What follows belongs to an exercise in optimizing a design on an open flow for small area, a short achievable clock period and few clock cycles; a production flow would make more cautious choices.
In this exercise RTL edits were held to simulation tests only and were not proved equivalent to the original.
Power figures rest on the tool's default switching activity, not on a simulated workload.

==> sierra <==
==> flow/design.v <==
module pcnext (
    input      [12:2]  pc_lo,      
    input      [31:13] hi,         
    input      [31:13] hi_inc,     
    input      [31:13] hi_dec,     
    input      [31:0]  instr,      
    input              kill,       
    input      [31:2]  pc_other,   
    output     [31:2]  tgt,        
    output     [31:2]  pc_next
);
    wire s   = instr[31];
    wire jal = instr[6:2] == 5'b11011 && instr[19:12] == {8{s}};
    wire bbr = instr[6:2] == 5'b11000 && (instr[19:15] == instr[24:20] ? ~(instr[12] ^ instr[14]) : (s | instr[12]));
    wire [12:2] off = instr[3] ? {instr[12], instr[20], instr[30:22]}
                               : {s, instr[7], instr[30:25], instr[11:9]};
    wire [11:0] lo  = {1'b0, pc_lo} + {1'b0, off};
    wire        c   = lo[11];
    wire [31:13] up = s ? (c ? hi : hi_dec) : (c ? hi_inc : hi);
    assign tgt     = {up, lo[10:0]};
    assign pc_next = ((jal | bbr) & ~kill) ? tgt : pc_other;
endmodule
module riscv(
    input            clk,
    input            rst_n,
    input    [31:0]  Instr,
    input    [31:0]  ReadData,
    output   [31:0]  PC,
    output           MemWriteEn,
    output   [31:0]  MemDataAdr,
    output   [31:0]  WriteData
);
    reg  [31:2] pc_f;
    reg         d_valid;
    reg  [31:0] d_instr;
    reg  [31:2] d_pc;
    reg         e_valid, e_kill, e_wen, e_br, e_jalr, e_load, e_store;
    reg         e_alu, e_xsel, e_sub, e_sra, e_pred, e_fa, e_fb, e_fsd;
    reg  [2:0]  e_f3;
    reg  [4:0]  e_rd;
    reg  [31:0] e_a, e_b, e_sd;
    reg  [31:2] e_x;         
    reg         m_wen, m_load, m_store;
    reg  [4:0]  m_rd;
    reg  [31:0] m_res, m_adr, m_sd;
    wire [31:0] wb_data = m_load ? ReadData : m_res;
    assign MemDataAdr = m_adr;
    assign WriteData  = m_sd;
    assign MemWriteEn = m_store;
    assign PC         = {pc_f, 2'b00};
    wire ev    = e_valid & ~e_kill;
    wire e_wr  = e_wen   & ~e_kill;
    wire [31:0] i   = d_instr;
    wire [4:0]  op  = i[6:2];
    wire [2:0]  f3  = i[14:12];
    wire [4:0]  rd  = i[11:7];
    wire [4:0]  rs1 = i[19:15];
    wire [4:0]  rs2 = i[24:20];
    wire is_lui   = op == 5'b01101;
    wire is_auipc = op == 5'b00101;
    wire is_jal   = op == 5'b11011;
    wire is_jalr  = op == 5'b11001;
    wire is_br    = op == 5'b11000;
    wire is_load  = op == 5'b00000;
    wire is_store = op == 5'b01000;
    wire is_alui  = op == 5'b00100;
    wire is_alur  = op == 5'b01100;
    wire use_rs1  = is_jalr | is_br | is_load | is_store | is_alui | is_alur;
    wire use_rs2  = is_br | is_store | is_alur;
    wire wr_rd    = (is_lui | is_auipc | is_jal | is_jalr | is_load | is_alui | is_alur) && rd != 5'd0;
    wire [31:0] imm_i = {{20{i[31]}}, i[31:20]};
    wire [31:0] imm_s = {{20{i[31]}}, i[31:25], i[11:7]};
    wire [31:2] imm_b = {{20{i[31]}}, i[7], i[30:25], i[11:9]};
    wire [31:2] imm_j = {{12{i[31]}}, i[19:12], i[20], i[30:22]};
    wire jalr_fast = is_jalr & e_wr & e_xsel & (rs1 == e_rd);
    wire        jal_long = is_jal && i[19:12] != {8{i[31]}};
    wire [31:2] jalr_tgt = (jalr_fast ? e_x : d_pc) +
                           (is_jal ? imm_j : is_br ? imm_b : is_auipc ? {i[31:12], 10'd0} : imm_i[31:2]);
    wire [31:2] d_pc4    = d_pc + 30'd1;
    wire        d_pred = is_br & (rs1 == rs2 ? ~(i[12] ^ i[14]) : (i[31] | i[12]));
    wire        d_sub  = is_alur & f3 == 3'b000 & i[30];
    reg  [31:0] rf [1:31];
    reg  [31:1] rf_v;
    reg  [31:0] rf1, rf2;
    integer n;
    always @(posedge clk)
        if (m_wen) rf[m_rd] <= wb_data;
    always @(posedge clk or negedge rst_n)
        if (!rst_n) rf_v <= 31'd0;
        else if (m_wen) rf_v[m_rd] <= 1'b1;
    always @(*) begin
        rf1 = 32'd0;
        rf2 = 32'd0;
        for (n = 1; n < 32; n = n + 1) begin
            rf1 = rf1 | ({32{rs1 == n && rf_v[n]}} & rf[n]);
            rf2 = rf2 | ({32{rs2 == n && rf_v[n]}} & rf[n]);
        end
    end
    wire [31:0] rs1v = (m_wen && m_rd == rs1) ? wb_data : rf1;
    wire [31:0] rs2v = (m_wen && m_rd == rs2) ? wb_data : rf2;
    wire stall = d_valid & e_load & e_wr &
                 ((use_rs1 && rs1 == e_rd) || (use_rs2 && rs2 == e_rd));
    wire [31:0] A  = e_fa  ? m_res : e_a;
    wire [31:0] B  = e_fb  ? m_res : e_b;
    wire [31:0] SD = e_fsd ? m_res : e_sd;
    wire [33:0] sum2 = {1'b0, A, e_sub} + {1'b0, B ^ {32{e_sub}}, e_sub};    
    wire [31:0] sum  = sum2[32:1];
    wire [31:0] x   = A ^ B;
    wire        eq  = A == B;
    wire        ltu = A < B;
    wire        lt  = $signed(A) < $signed(B);
    wire        shl = ~e_f3[2];
    reg  [31:0] sh_in_r, sh_out_r;
    integer k;
    always @(*) for (k = 0; k < 32; k = k + 1) sh_in_r[k] = A[31-k];
    wire [31:0] sh_in  = shl ? sh_in_r : A;
    wire [31:0] sh_out = $signed({e_sra & A[31], sh_in}) >>> B[4:0];
    always @(*) for (k = 0; k < 32; k = k + 1) sh_out_r[k] = sh_out[31-k];
    wire [31:0] shres = shl ? sh_out_r : sh_out;
    reg  [31:0] alu;
    always @(*) begin
        case (e_f3)
            3'b000:  alu = sum;
            3'b010:  alu = {31'd0, lt};
            3'b011:  alu = {31'd0, ltu};
            3'b100:  alu = x;
            3'b110:  alu = A | B;
            3'b111:  alu = A & B;
            default: alu = shres;
        endcase
    end
    wire [31:0] e_res = e_xsel ? {e_x, 2'b00} : e_alu ? alu : sum;
    wire taken = e_f3[2] ? ((e_f3[1] ? ltu : lt) ^ e_f3[0]) : (eq ^ e_f3[0]);
    wire e_redirect = ev & (e_jalr | (e_br & (taken != e_pred)));
    wire [31:2] e_tgt = e_jalr ? sum[31:2] : e_x;
    wire d_redirect = d_valid & ~stall & (jalr_fast | jal_long);
    wire [31:2] f_pc4 = pc_f + 30'd1;
    wire [31:2] pc_other = stall ? d_pc : d_redirect ? jalr_tgt : f_pc4;
    wire [31:2] f_tgt, pc_fd;
    wire [31:13] hi_inc = pc_f[31:13] + 19'd1;
    wire [31:13] hi_dec = pc_f[31:13] - 19'd1;
    pcnext u_pcn (
        .pc_lo (pc_f[12:2]), .hi (pc_f[31:13]), .hi_inc (hi_inc), .hi_dec (hi_dec),
        .instr (Instr), .kill (stall | d_redirect),
        .pc_other (pc_other), .tgt (f_tgt), .pc_next (pc_fd)
    );
    wire [31:2] pc_next = e_redirect ? e_tgt : pc_fd;
    always @(posedge clk or negedge rst_n) begin
        if (!rst_n) begin
            pc_f    <= 30'd0;
            d_valid <= 1'b0;
        end else begin
            pc_f    <= pc_next;
            d_valid <= ~(e_redirect | stall | d_redirect);
        end
    end
    always @(posedge clk) begin
        d_instr <= Instr;
        d_pc    <= pc_f;
    end
    wire d_go = d_valid & ~stall;
    always @(posedge clk or negedge rst_n) begin
        if (!rst_n) begin
            e_valid <= 1'b0; e_kill <= 1'b0; e_wen <= 1'b0; e_br <= 1'b0; e_jalr <= 1'b0;
            e_load  <= 1'b0; e_store <= 1'b0;
        end else begin
            e_valid <= d_go;
            e_kill  <= e_redirect;
            e_wen   <= d_go & wr_rd;
            e_br    <= d_go & is_br;
            e_jalr  <= d_go & is_jalr & ~jalr_fast;
            e_load  <= d_go & is_load;
            e_store <= d_go & is_store;
        end
    end
    always @(posedge clk) begin
        e_alu  <= is_alui | is_alur;
        e_xsel <= is_lui | is_auipc | is_jal | is_jalr;
        e_sub  <= d_sub;
        e_sra  <= i[30];
        e_pred <= d_pred;
        e_f3   <= f3;
        e_rd   <= rd;
        e_a    <= rs1v;
        e_b    <= (is_alur | is_br) ? rs2v : is_store ? imm_s : imm_i;
        e_sd   <= rs2v;
        e_x    <= is_lui ? {i[31:12], 10'd0} : (is_auipc | (is_br & ~d_pred)) ? jalr_tgt : d_pc4;
        e_fa   <= e_wr && use_rs1 && rs1 == e_rd;
        e_fb   <= e_wr && (is_alur | is_br) && rs2 == e_rd;
        e_fsd  <= e_wr && is_store && rs2 == e_rd;
    end
    always @(posedge clk or negedge rst_n) begin
        if (!rst_n) begin
            m_wen   <= 1'b0;
            m_store <= 1'b0;
        end else begin
            m_wen   <= e_wr;
            m_store <= e_store & ~e_kill;
        end
    end
    always @(posedge clk) begin
        m_load <= e_load;
        m_rd   <= e_rd;
        m_res  <= e_res;
        m_adr  <= sum;
        m_sd   <= SD;
    end
endmodule
==> flow/flow/run.sh <==
#!/bin/bash
set -euo pipefail
MARGIN=$(cat flow/margin.txt)
TNS=$(cat flow/tns.txt)
bash standard.sh SETUP_SLACK_MARGIN=$MARGIN TNS_END_PERCENT=$TNS \
  "BUFFER_PORTS_ARGS=-buffer_cell sky130_fd_sc_hd__buf_4" finish > make_finish.log 2>&1
==> flow/flow/margin.txt <==
11.3
==> flow/flow/tns.txt <==
100
==> flow/standard.sh <==
#!/bin/bash
# synth_recipe.tcl (not shown) runs the flow's synth.tcl, then flattens the netlist and writes it again
# the make line also repeats each setting of config.mk as NAME=value (left out here)
make -C /OpenROAD-flow-scripts/flow DESIGN_CONFIG=/design/flow/config.mk WORK_HOME=/design/flow/orfs CLKGATE_MAP_FILE= SYNTH_SCRIPT=/design/flow/synth_recipe.tcl "${@:-finish}"
==> flow/config.mk <==
export PLATFORM = sky130hd
export DESIGN_NAME = riscv
export DESIGN_NICKNAME = riscv
export VERILOG_FILES = /design/flow/design.v
export SDC_FILE = /design/flow/constraint.sdc
export NUM_CORES = 4
export LEC_CHECK = 0
export CAP_MARGIN = 20
export CORE_MARGIN = 2
export CORE_UTILIZATION = 50
export CTS_BUF_LIST = sky130_fd_sc_hd__clkbuf_16
export CTS_CLUSTER_DIAMETER = 80
export CTS_CLUSTER_SIZE = 25
export SLEW_MARGIN = 20
export SYNTH_HIERARCHICAL = 1
==> flow/constraint.sdc <==
create_clock -name core_clock -period 16.0 [get_ports {clk}]
set_input_delay 3.2000 -clock core_clock [delete_from_list [all_inputs] [get_ports {clk}]]
set_output_delay 3.2000 -clock core_clock [all_outputs]
set_load 0.01 [all_outputs]
==> pepper: changes against sierra <==
--- a/flow/design.v
+++ b/flow/design.v
@@ -12,5 +12,5 @@
     wire s   = instr[31];
     wire jal = instr[6:2] == 5'b11011 && instr[19:12] == {8{s}};
-    wire bbr = instr[6:2] == 5'b11000 && (instr[19:15] == instr[24:20] ? ~(instr[12] ^ instr[14]) : (s | instr[12]));
+    wire bbr = instr[6:2] == 5'b11000 && s;
     wire [12:2] off = instr[3] ? {instr[12], instr[20], instr[30:22]}
                                : {s, instr[7], instr[30:25], instr[11:9]};
@@ -34,5 +34,5 @@
     reg         d_valid;
     reg  [31:0] d_instr;
-    reg  [31:2] d_pc;
+    reg  [31:2] d_pc, d_tgt;     
     reg         e_valid, e_kill, e_wen, e_br, e_jalr, e_load, e_store;
     reg         e_alu, e_xsel, e_sub, e_sra, e_pred, e_fa, e_fb, e_fsd;
@@ -75,8 +75,8 @@
     wire jalr_fast = is_jalr & e_wr & e_xsel & (rs1 == e_rd);
     wire        jal_long = is_jal && i[19:12] != {8{i[31]}};
-    wire [31:2] jalr_tgt = (jalr_fast ? e_x : d_pc) +
-                           (is_jal ? imm_j : is_br ? imm_b : is_auipc ? {i[31:12], 10'd0} : imm_i[31:2]);
+    wire [31:2] jalr_tgt = (is_jal ? d_pc : e_x) + (is_jal ? imm_j : imm_i[31:2]);
     wire [31:2] d_pc4    = d_pc + 30'd1;
-    wire        d_pred = is_br & (rs1 == rs2 ? ~(i[12] ^ i[14]) : (i[31] | i[12]));
+    wire [31:12] auipc_hi = d_pc[31:12] + i[31:12];
+    wire        d_pred = is_br & i[31];
     wire        d_sub  = is_alur & f3 == 3'b000 & i[30];
     reg  [31:0] rf [1:31];
@@ -158,4 +158,5 @@
         d_instr <= Instr;
         d_pc    <= pc_f;
+        d_tgt   <= f_tgt;
     end
     wire d_go = d_valid & ~stall;
@@ -185,5 +186,6 @@
         e_b    <= (is_alur | is_br) ? rs2v : is_store ? imm_s : imm_i;
         e_sd   <= rs2v;
-        e_x    <= is_lui ? {i[31:12], 10'd0} : (is_auipc | (is_br & ~d_pred)) ? jalr_tgt : d_pc4;
+        e_x    <= is_lui ? {i[31:12], 10'd0} : is_auipc ? {auipc_hi, d_pc[11:2]} :
+                  (is_br & ~d_pred) ? d_tgt : d_pc4;
         e_fa   <= e_wr && use_rs1 && rs1 == e_rd;
         e_fb   <= e_wr && (is_alur | is_br) && rs2 == e_rd;
==> flow/flow/margin.txt (replaced) <==
11
- CORE_UTILIZATION: 50 -> 40
- CTS_BUF_LIST: sky130_fd_sc_hd__clkbuf_16 -> not set
- CTS_CLUSTER_DIAMETER: 80 -> not set
- CTS_CLUSTER_SIZE: 25 -> not set
==> harbor: changes against sierra <==
--- a/flow/design.v
+++ b/flow/design.v
@@ -75,7 +75,7 @@
     wire jalr_fast = is_jalr & e_wr & e_xsel & (rs1 == e_rd);
     wire        jal_long = is_jal && i[19:12] != {8{i[31]}};
-    wire [31:2] jalr_tgt = (jalr_fast ? e_x : d_pc) +
-                           (is_jal ? imm_j : is_br ? imm_b : is_auipc ? {i[31:12], 10'd0} : imm_i[31:2]);
+    wire [31:2] jalr_tgt = (is_jal | is_br ? d_pc : e_x) + (is_jal ? imm_j : is_br ? imm_b : imm_i[31:2]);
     wire [31:2] d_pc4    = d_pc + 30'd1;
+    wire [31:12] auipc_hi = d_pc[31:12] + i[31:12];
     wire        d_pred = is_br & (rs1 == rs2 ? ~(i[12] ^ i[14]) : (i[31] | i[12]));
     wire        d_sub  = is_alur & f3 == 3'b000 & i[30];
@@ -185,5 +185,6 @@
         e_b    <= (is_alur | is_br) ? rs2v : is_store ? imm_s : imm_i;
         e_sd   <= rs2v;
-        e_x    <= is_lui ? {i[31:12], 10'd0} : (is_auipc | (is_br & ~d_pred)) ? jalr_tgt : d_pc4;
+        e_x    <= is_lui ? {i[31:12], 10'd0} : is_auipc ? {auipc_hi, d_pc[11:2]} :
+                  (is_br & ~d_pred) ? jalr_tgt : d_pc4;
         e_fa   <= e_wr && use_rs1 && rs1 == e_rd;
         e_fb   <= e_wr && (is_alur | is_br) && rs2 == e_rd;
- CTS_BUF_LIST: sky130_fd_sc_hd__clkbuf_16 -> sky130_fd_sc_hd__clkbuf_8
- CTS_CLUSTER_DIAMETER: 80 -> not set
- CTS_CLUSTER_SIZE: 25 -> not set
==> maple: changes against sierra <==
==> flow/design.v, changed modules only <==
module pcnext (
    input      [12:2]  pc_lo,      
    input      [31:13] hi,         
    input      [31:13] hi_inc,     
    input      [31:13] hi_dec,     
    input      [31:0]  instr,      
    input              kill,       
    input      [31:2]  pc_other,   
    output     [31:2]  tgt,        
    output     [31:2]  pc_next
);
    wire s   = instr[31];
    wire jal = instr[6:2] == 5'b11011 && instr[19:12] == {8{s}};
    wire bbr = instr[6:2] == 5'b11000 && (instr[19:15] == instr[24:20] ? ~(instr[12] ^ instr[14]) : (s | instr[12]));
    wire [11:0] lo_j = {1'b0, pc_lo} + {1'b0, instr[12], instr[20], instr[30:22]};
    wire [11:0] lo_b = {1'b0, pc_lo} + {1'b0, s, instr[7], instr[30:25], instr[11:9]};
    wire [31:13] up_j = s ? (lo_j[11] ? hi : hi_dec) : (lo_j[11] ? hi_inc : hi);
    wire [31:13] up_b = s ? (lo_b[11] ? hi : hi_dec) : (lo_b[11] ? hi_inc : hi);
    assign tgt     = instr[3] ? {up_j, lo_j[10:0]} : {up_b, lo_b[10:0]};
    assign pc_next = ((jal | bbr) & ~kill) ? tgt : pc_other;
endmodule
- CORE_UTILIZATION: 50 -> 55
==> impl_results.md <==
* Outcome: finished clean
* Post-CTS sizing at 36
* Plain + repair buffers at 328
* Leak at 0.0290 uW
* Worst Path Buf+Inv at 3
* Fin Hold WS at 0.395 ns
* Post-Syn Area at 69,700 um^2
* Switch share at 32.7%
The numbers above come from pepper.

==> impl_results.md <==
* Outcome: finished clean
* Data required, critical path at 16.84 ns
* Remaining DRCs at 0
* Crit end category: flip-flop
* Area of the multi-input gates at 29,900 um^2
* Switch share at 34.0%
* Via count at 59,900
* Fin Hold WS at 0.379 ns
* Seq. cell area at 37,700 um^2
* Worst Path Buf+Inv at 4
* Leak at 0.0290 uW
* Post-Syn Area at 69,000 um^2
* Plain + repair buffers at 409
* Worst slew margin at 14.5%
* Setup-failing EPs final at 0
The numbers above come from harbor.

==> impl_results.md <==
* Plain + repair buffers at 411
* CTS clock-pin slew for the worst setup and hold paths at 0.10 ns
* Fin Hold WS at 0.405 ns
* Outcome: finished clean
* Post-Syn Area at 68,800 um^2
* Finished Layout Cells at 7,444
* Switch share at 35.9%
* Worst Path Buf+Inv at 1
* Crit path cell chain: buf_8 > ha_4 > fa_2 > a21oi_4 > o211ai_1 > a221o_1 > xor2_1 > mux2_4 > mux2_4 > mux2_4
* Vias in the first global route at 54,800
* Hold EP: m_rd[3]
The numbers above come from maple.

==> impl_results.md <==
* Leak at 0.0273 uW
* Setup-failing EPs final at 0
* Min Clock Period, post-route at 5.05 ns
* Comb pwr share at 28.2%
* Switch share at 35.6%
* Fin Hold WS at 0.408 ns
* Worst Path Buf+Inv at 34
* Post-CTS sizing at 147
* Worst slew pin tran at 1.34 ns
* Area of the multi-input gates at 29,100 um^2
* Outcome: finished clean
* Fin nets at 5,958
* Post-Syn Area at 68,000 um^2
* CTS max path bufs at 3
* DR WL/cell at 42.2 um
The numbers above come from sierra.

Testbench counts of sierra, summed over its fixed seeds: cycles 83,013.
Testbench counts of pepper, summed over its fixed seeds: cycles 86,983.
Testbench counts of harbor, summed over its fixed seeds: cycles 83,013.
Testbench counts of maple, summed over its fixed seeds: cycles 83,013.

## separate check: timing with driven ports
How much do the figures lean on ideal ports? The routed layouts below were timed once more, with nothing changed but the port constraints.
Step 1: set_driving_cell puts a clkbuf_16 on clk and a buf_2 on each other input, an assumption about the parent block.
Step 2 times the ports against the registers' clock, not the clock port: input delays grow and output delays shrink by t, the midpoint of the rising clock arrivals with the driver on.
a / b / c = ideal ports / drivers / drivers and shift; a / b = the first two.
run | t (ns) | slack for setup (ns) | hold slack, ns
sierra | 0.827 | 10.945 / 10.945 / 10.159 | 0.408 / 0.408 / 0.408
pepper | 0.909 | 11.043 / 10.956 / 10.180 | 0.395 / 0.395 / 0.395
harbor | 1.073 | 11.212 / 11.145 / 10.093 | 0.379 / 0.379 / 0.379
maple | 0.773 | 11.147 / 11.183 / 10.410 | 0.405 / 0.405 / 0.405
After both steps setup and hold are still met in every run listed. The setup slack of harbor, which loses most, moves by -0.067 ns with the drivers and by -1.119 ns with both steps.
